Background: an optimization exercise with open tools, aiming at small area. Do not read the settings as production practice. In this exercise RTL edits were held to simulation tests only and were not proved equivalent to the original. No activity file was given, so power comes from the tool's default toggle rates.

P:
Design exec_unit, start of the top module:
module exec_unit #(parameter  PC_INIT = 32'h0000_0000 )(
    input  logic              clock_i,
    input  logic              nreset_i,
    input  logic [32-1:0]  reg_file_rs0_i,
    input  logic [32-1:0]  reg_file_rs1_i,
    output logic              du_stall_o,
    input  logic              du_bubble_i,
    input  logic [32-1:0]  du_pc_i,
    input  logic [4:0]        du_rs0_i,
    input  logic [4:0]        du_rs1_i,
    input  logic [4:0]        du_rdt_i,
    input  logic [6:0]        du_opcode_i,
    input  logic [3:0]        du_alu_opcode_i,
    input  logic [2:0]        du_func3_i,
    input  logic              du_is_R_type_i,
    input  logic              du_is_I_type_i,
    input  logic              du_is_S_type_i,
    input  logic              du_is_B_type_i,
    input  logic              du_is_U_type_i,
    input  logic [11:0]       du_immI_i,
    input  logic [11:0]       du_immS_i,
    input  logic [19:0]       du_immU_i,
    input  logic              mem_stall_i,
    output logic [32-1:0]  xu_alu_result_o,
    output logic              xu_alu_bubble_o,
    output logic [4:0]        xu_rdt_addr_o,
    output logic              xu_is_mem_op_o,
    output logic              xu_bubble_o,
    output logic [32-1:0]  mem_addr_o,
    output logic              mem_cmd_o,
    output logic [32-1:0]  mem_data_o,
    output logic [1:0]        mem_size_o
);
Size in the first run: about 110 flip-flops, ~290 I/O pins, roughly 14000 um2 of cells after synthesis.
clock: 8.0 ns
lec_check: 0
cap_margin: 20
core_margin: 2
core_utilization: 40
place_density: 0.6
slew_margin: 20
run.sh (not shown) runs the stock make flow with config.mk's settings and CLKGATE_MAP_FILE= SYNTH_SCRIPT=/design/flow/synth_recipe.tcl, a recipe that flattens the netlist after the stock synthesis.
For Q, these inputs were changed with respect to P:
# P
export LEC_CHECK = 0
export CAP_MARGIN = 20
export CORE_MARGIN = 2
export CORE_UTILIZATION = 40
export PLACE_DENSITY = 0.6
export SLEW_MARGIN = 20
create_clock -name core_clock -period 8.0 [get_ports {clock_i}]
# Q
export LEC_CHECK = 0
export CAP_MARGIN = 20
export CORE_MARGIN = 2
export CORE_UTILIZATION = 55
export PLACE_DENSITY = 0.65
export SLEW_MARGIN = 20
create_clock -name core_clock -period 8.0 [get_ports {clock_i}]
==> flow/flow/run.sh (new file) <==
#!/bin/bash
# Own layout flow:
#  1. the standard synthesis (synth_recipe.tcl) run through flow/synth.tcl,
#     which only swaps ORFS's delay-oriented ABC script for the area-oriented
#     flow/abc_area.script; adders use Yosys's default Brent-Kung carry
#     lookahead (no Kogge-Stone extra map) and no full/half-adder cells.
#  2. the standard layout (standard.sh) for every later step, with the
#     port buffers made of buf_1 cells (later repair may resize them).
set -euo pipefail
W=$(pwd)
export FLOW_WORK=$W
make -C "$FLOW_HOME" DESIGN_CONFIG="$W/config.mk" WORK_HOME="$W/orfs" CLKGATE_MAP_FILE= \
  SYNTH_SCRIPT="$W/flow/synth.tcl" SYNTH_OPERATIONS_ARGS=-booth ADDER_MAP_FILE= \
  synth > "$W/synth.log" 2>&1
bash standard.sh "BUFFER_PORTS_ARGS=-buffer_cell sky130_fd_sc_hd__buf_1" finish > "$W/layout.log" 2>&1
==> flow/flow/abc_area.script (new file) <==
strash
&get -n
&fraig -x
&put
dc2
strash
&get -n
&dch -f
&nf -R 10
&put
==> flow/flow/synth.tcl (new file) <==
# The standard synthesis (synth_recipe.tcl, unchanged), with one difference:
# ABC maps the logic with flow/abc_area.script, an area-oriented script, in
# place of ORFS's delay-oriented one. Registers, their names and cell types
# are made by the same steps as in the standard synthesis.
set own_abc_script [file join [file dirname [file normalize [info script]]] abc_area.script]
proc abc {args} {
  set i [lsearch -exact $args -script]
  if {$i >= 0} { lset args [expr {$i + 1}] $::own_abc_script }
  yosys abc {*}$args
}
source [file join $::env(FLOW_WORK) synth_recipe.tcl]
==> flow/standard.sh (new file) <==
#!/bin/bash
# synth_recipe.tcl (not shown) runs the flow's synth.tcl, then flattens the netlist and writes it again
# the make line also repeats each setting of config.mk as NAME=value (left out here)
make -C /OpenROAD-flow-scripts/flow DESIGN_CONFIG=/design/flow/config.mk WORK_HOME=/design/flow/orfs CLKGATE_MAP_FILE= SYNTH_SCRIPT=/design/flow/synth_recipe.tcl "${@:-finish}"
removed: flow/run.sh
## What came out
Changes observed in Q relative to P: wire length on met1 shows a reduction of 40%, core box area shows a reduction of about 50%, clock network power share shows an increase of 2.8 points.
Per the comparison of Q with P, total nets after synthesis decreased 31%; per-instance average area after synthesis increased 2.4%.
[compare] base=P new=Q: first-iteration DRC count now sits lower, post-DP HPWL decreased 19 mm.

* * *

Another version of the RTL of exec_unit (not shown whole).
For scale: roughly 1,200 cells after synthesis, about 110 flip-flops, roughly 9400 um^2 of cells after synthesis.
==> flow/config.mk <==
export PLATFORM = sky130hd
export DESIGN_NAME = exec_unit
export DESIGN_NICKNAME = exec_unit
export VERILOG_FILES = /design/flow/design.v
export SDC_FILE = /design/flow/constraint.sdc
export NUM_CORES = 4
export LEC_CHECK = 0
export CAP_MARGIN = 20
export CORE_MARGIN = 2
export CORE_UTILIZATION = 40
export GPL_TIMING_DRIVEN = 0
export PLACE_DENSITY = 0.65
export SLEW_MARGIN = 20
==> flow/constraint.sdc <==
create_clock -name core_clock -period 8.0 [get_ports {clock_i}]
set_input_delay 1.6000 -clock core_clock [delete_from_list [all_inputs] [get_ports {clock_i}]]
set_output_delay 1.6000 -clock core_clock [all_outputs]
set_load 0.01 [all_outputs]
standard.sh (not shown) runs the stock make flow with config.mk's settings and CLKGATE_MAP_FILE= SYNTH_SCRIPT=/design/flow/synth_recipe.tcl, a recipe that flattens the netlist after the stock synthesis.
==> flow/flow/run.sh <==
#!/bin/bash
# Own layout flow:
#  1. the standard synthesis (synth_recipe.tcl) run through flow/synth.tcl,
#     which only swaps ORFS's delay-oriented ABC script for
#     flow/abc_area.script; adders use Yosys's default Brent-Kung carry
#     lookahead (no Kogge-Stone extra map) and no full/half-adder cells.
#  2. the standard layout (standard.sh) for every later step, with the
#     port buffers made of buf_1 cells (later repair may resize them).
# Each tool's output goes to its own log in the work folder (synth.log,
# layout.log); ORFS's per-step logs are under orfs/logs/.
set -euo pipefail
W=$(pwd)
export FLOW_WORK=$W
make -C "$FLOW_HOME" DESIGN_CONFIG="$W/config.mk" WORK_HOME="$W/orfs" CLKGATE_MAP_FILE= \
  SYNTH_SCRIPT="$W/flow/synth.tcl" SYNTH_OPERATIONS_ARGS=-booth ADDER_MAP_FILE= \
  synth > "$W/synth.log" 2>&1
bash standard.sh "BUFFER_PORTS_ARGS=-buffer_cell sky130_fd_sc_hd__buf_1" finish > "$W/layout.log" 2>&1
==> flow/flow/abc_area.script <==
strash
&get -n
&fraig -x
&put
dc2
strash
&get -n
&dch -f
&nf -p
&put
==> flow/flow/synth.tcl <==
# The standard synthesis (synth_recipe.tcl, unchanged), with one difference:
# ABC maps the logic with flow/abc_area.script in place of ORFS's
# delay-oriented script. That script maps the AIG as the RTL structures it
# (no rewriting), with extra area-recovery rounds, so the RTL's Brent-Kung
# carry trees survive while the rest is mapped for area. Registers, their
# names and cell types are made by the same steps as in the standard synthesis.
set own_abc_script [file join [file dirname [file normalize [info script]]] abc_area.script]
proc abc {args} {
  set i [lsearch -exact $args -script]
  if {$i >= 0} { lset args [expr {$i + 1}] $::own_abc_script }
  yosys abc {*}$args
}
source [file join $::env(FLOW_WORK) synth_recipe.tcl]
The starting point produced a clean layout.
Change:
==> flow/flow/abc_area.script (replaced) <==
strash
&get -n
&nf -F 8 -A 4 -C 32 -p
&put
After rerunning:
- setup slack is better by 0.33 ns
- non-clock buffer count went down by 7
- cell count went down by 2.9%
- power went down by 0.98%
- die area went up by 4.8%
- wire length went down by 6.3%
- sequential cell count does not change
- clock power went down by 5.6%
- via count went down by 4.4%

* * *

exec_unit again, from the RTL that the note above started with.
export LEC_CHECK = 0
export CAP_MARGIN = 20
export CORE_MARGIN = 2
export CORE_UTILIZATION = 40
export GPL_TIMING_DRIVEN = 0
export PLACE_DENSITY = 0.65
export SLEW_MARGIN = 20
create_clock -name core_clock -period 8.0 [get_ports {clock_i}]
==> flow/flow/abc_area.script <==
strash
&get -n
&fraig -x
&put
dc2
strash
&get -n
&dch -f
&nf -p
&put
==> flow/flow/synth.tcl <==
# The standard synthesis (synth_recipe.tcl, unchanged), with one difference:
# ABC maps the logic with flow/abc_area.script in place of ORFS's
# delay-oriented script: it rewrites the logic for area (dc2) and maps it with
# area recovery. Registers, their names and cell types are made by the same
# steps as in the standard synthesis.
set own_abc_script [file join [file dirname [file normalize [info script]]] abc_area.script]
proc abc {args} {
  set i [lsearch -exact $args -script]
  if {$i >= 0} { lset args [expr {$i + 1}] $::own_abc_script }
  yosys abc {*}$args
}
source [file join $::env(FLOW_WORK) synth_recipe.tcl]
Scripts as last shown in full above: flow/flow/run.sh
The first run finished clean.
Next try:
==> flow/flow/abc_area.script (replaced) <==
strash
&get -n
&fraig -x
&put
dc2
strash
&get -n
&dch -f
&nf -p -R 10
&put
==> flow/flow/synth.tcl (replaced) <==
# The standard synthesis (synth_recipe.tcl, unchanged), with one difference:
# ABC maps the logic with flow/abc_area.script in place of ORFS's
# delay-oriented script. That script maps the AIG as the RTL structures it
# (no rewriting), with extra area-recovery rounds, so the RTL's Brent-Kung
# carry trees survive while the rest is mapped for area. Registers, their
# names and cell types are made by the same steps as in the standard synthesis.
set own_abc_script [file join [file dirname [file normalize [info script]]] abc_area.script]
proc abc {args} {
  set i [lsearch -exact $args -script]
  if {$i >= 0} { lset args [expr {$i + 1}] $::own_abc_script }
  yosys abc {*}$args
}
source [file join $::env(FLOW_WORK) synth_recipe.tcl]
Effect: The new run produced a clean layout; final area stays flat; final cell count rose slightly; wire length decreases by a few percent.

* * *

north:
Another version of the RTL of exec_unit (not shown whole).
For scale: ~1200 cells after synthesis, roughly 110 flip-flops, ~290 I/O pins, ~0.010 mm2 of cells after synthesis.
Settings: LEC_CHECK=0, CAP_MARGIN=20, CORE_MARGIN=2, CORE_UTILIZATION=40, GPL_TIMING_DRIVEN=0, PLACE_DENSITY=0.65, SLEW_MARGIN=20; clock period 8.0 ns.
==> flow/flow/run.sh <==
#!/bin/bash
# Own layout flow:
#  1. the standard synthesis (synth_recipe.tcl) run through flow/synth.tcl,
#     which only swaps ORFS's delay-oriented ABC script for the area-oriented
#     flow/abc_area.script; adders use Yosys's default Brent-Kung carry
#     lookahead (no Kogge-Stone extra map) and no full/half-adder cells.
#  2. the standard layout (standard.sh) for every later step, with the
#     port buffers made of buf_1 cells (later repair may resize them).
set -euo pipefail
W=$(pwd)
export FLOW_WORK=$W
make -C "$FLOW_HOME" DESIGN_CONFIG="$W/config.mk" WORK_HOME="$W/orfs" CLKGATE_MAP_FILE= \
  SYNTH_SCRIPT="$W/flow/synth.tcl" SYNTH_OPERATIONS_ARGS=-booth ADDER_MAP_FILE= \
  synth > "$W/synth.log" 2>&1
bash standard.sh "BUFFER_PORTS_ARGS=-buffer_cell sky130_fd_sc_hd__buf_1" finish > "$W/layout.log" 2>&1
==> flow/flow/abc_area.script <==
strash
&get -n
&nf
&put
==> flow/flow/synth.tcl <==
# The standard synthesis (synth_recipe.tcl, unchanged), with one difference:
# ABC maps the logic with flow/abc_area.script, an area-oriented script, in
# place of ORFS's delay-oriented one. Registers, their names and cell types
# are made by the same steps as in the standard synthesis.
set own_abc_script [file join [file dirname [file normalize [info script]]] abc_area.script]
proc abc {args} {
  set i [lsearch -exact $args -script]
  if {$i >= 0} { lset args [expr {$i + 1}] $::own_abc_script }
  yosys abc {*}$args
}
source [file join $::env(FLOW_WORK) synth_recipe.tcl]
Per the final summary, north finished and its layout is clean on timing, DRC and antenna.
For south, these inputs were changed with respect to north:
==> flow/flow/abc_area.script <==
strash
&get -n
&fraig -x
&put
dc2
strash
&get -n
&dch -f
&nf -R 10
&put
Findings:
- Per the comparison of south with north, die outline area lower; number of iterations in the first detailed-routing pass lower.
- Delta (south minus north): sequential fraction of total cell area flat, total routing usage reported by global routing increased by 2.1 points relative to the old numbers, share of total power in the clock network increased by 1.3 points relative to the old numbers, post-cts resize count +21, combined area of all synthesized cells now smaller.
- Taking north as the reference, in south simple-gate area share of the yosys netlist went up by 3.3 points, design area went up by 38 um2.
For east, these inputs were changed with respect to south:
- SETUP_SLACK_MARGIN: unset -> 0.2
## What came out
Comparing east with south, the net switching fraction of the power came out essentially unchanged. Side by side, internal power consumption turned out higher in east than in south. Comparing east and south, the lower arrival time of the worst setup path is on east. On residual overflow from global routing, east tracks south almost exactly. Diff south..east | post-place instance area | negligible. Diff south -> east: hold slack now smaller; clock share of power now smaller; post-route total power now larger. Vias: east more than south.

## static timing again, ports no longer ideal
How much do the figures lean on ideal ports? The routed layouts below were timed once more, with nothing changed but the port constraints. Step 1 sets driving cells, clkbuf_16 on the clock port and buf_2 on the other inputs (assumed; they add their load-dependent delay and slew). Step 2 also shifts input and output timing later by t, the mid clock arrival at the registers, as if the neighbouring blocks saw the same clock. a / b / c = ideal ports / drivers / drivers and shift; a / b = the first two.
| run | shift t [ns] | setup WS [ns] | hold slack, ns | clock arrival spread, ns | worst slew at a driven data input, ns |
|---|---|---|---|---|---|
| P | 0.456 | 1.400 / 1.398 / 0.942 | 0.490 / 0.490 / 0.490 | 0.028 / 0.028 | 0.08 |
| Q | 0.418 | 0.324 / 0.345 / -0.073 | 0.486 / 0.486 / 0.486 | 0.023 / 0.023 | 0.07 |
| the first run of note 2 | 0.423 | 0.259 / 0.273 / -0.150 | 0.483 / 0.483 / 0.483 | 0.019 / 0.018 | 0.06 |
| the second run of note 2 | 0.414 | 0.591 / 0.586 / 0.172 | 0.479 / 0.479 / 0.479 | 0.009 / 0.009 | 0.06 |
| the first run of note 3 | 0.423 | 0.259 / 0.273 / -0.150 | 0.483 / 0.483 / 0.483 | 0.019 / 0.018 | 0.06 |
| the second run of note 3 | 0.431 | 0.261 / 0.286 / -0.145 | 0.484 / 0.484 / 0.484 | 0.020 / 0.020 | 0.07 |
| north | 0.419 | 0.517 / 0.536 / 0.117 | 0.487 / 0.487 / 0.487 | 0.015 / 0.015 | 0.06 |
| south | 0.430 | 0.243 / 0.269 / -0.161 | 0.488 / 0.488 / 0.488 | 0.014 / 0.014 | 0.06 |
| east | 0.421 | 0.379 / 0.408 / -0.014 | 0.483 / 0.483 / 0.483 | 0.022 / 0.023 | 0.06 |
With both steps, setup timing fails in 6 of these runs, where it was met with ideal ports. For P, which loses most, drivers alone change the setup slack by -0.002 ns; drivers and shift together by -0.458 ns.
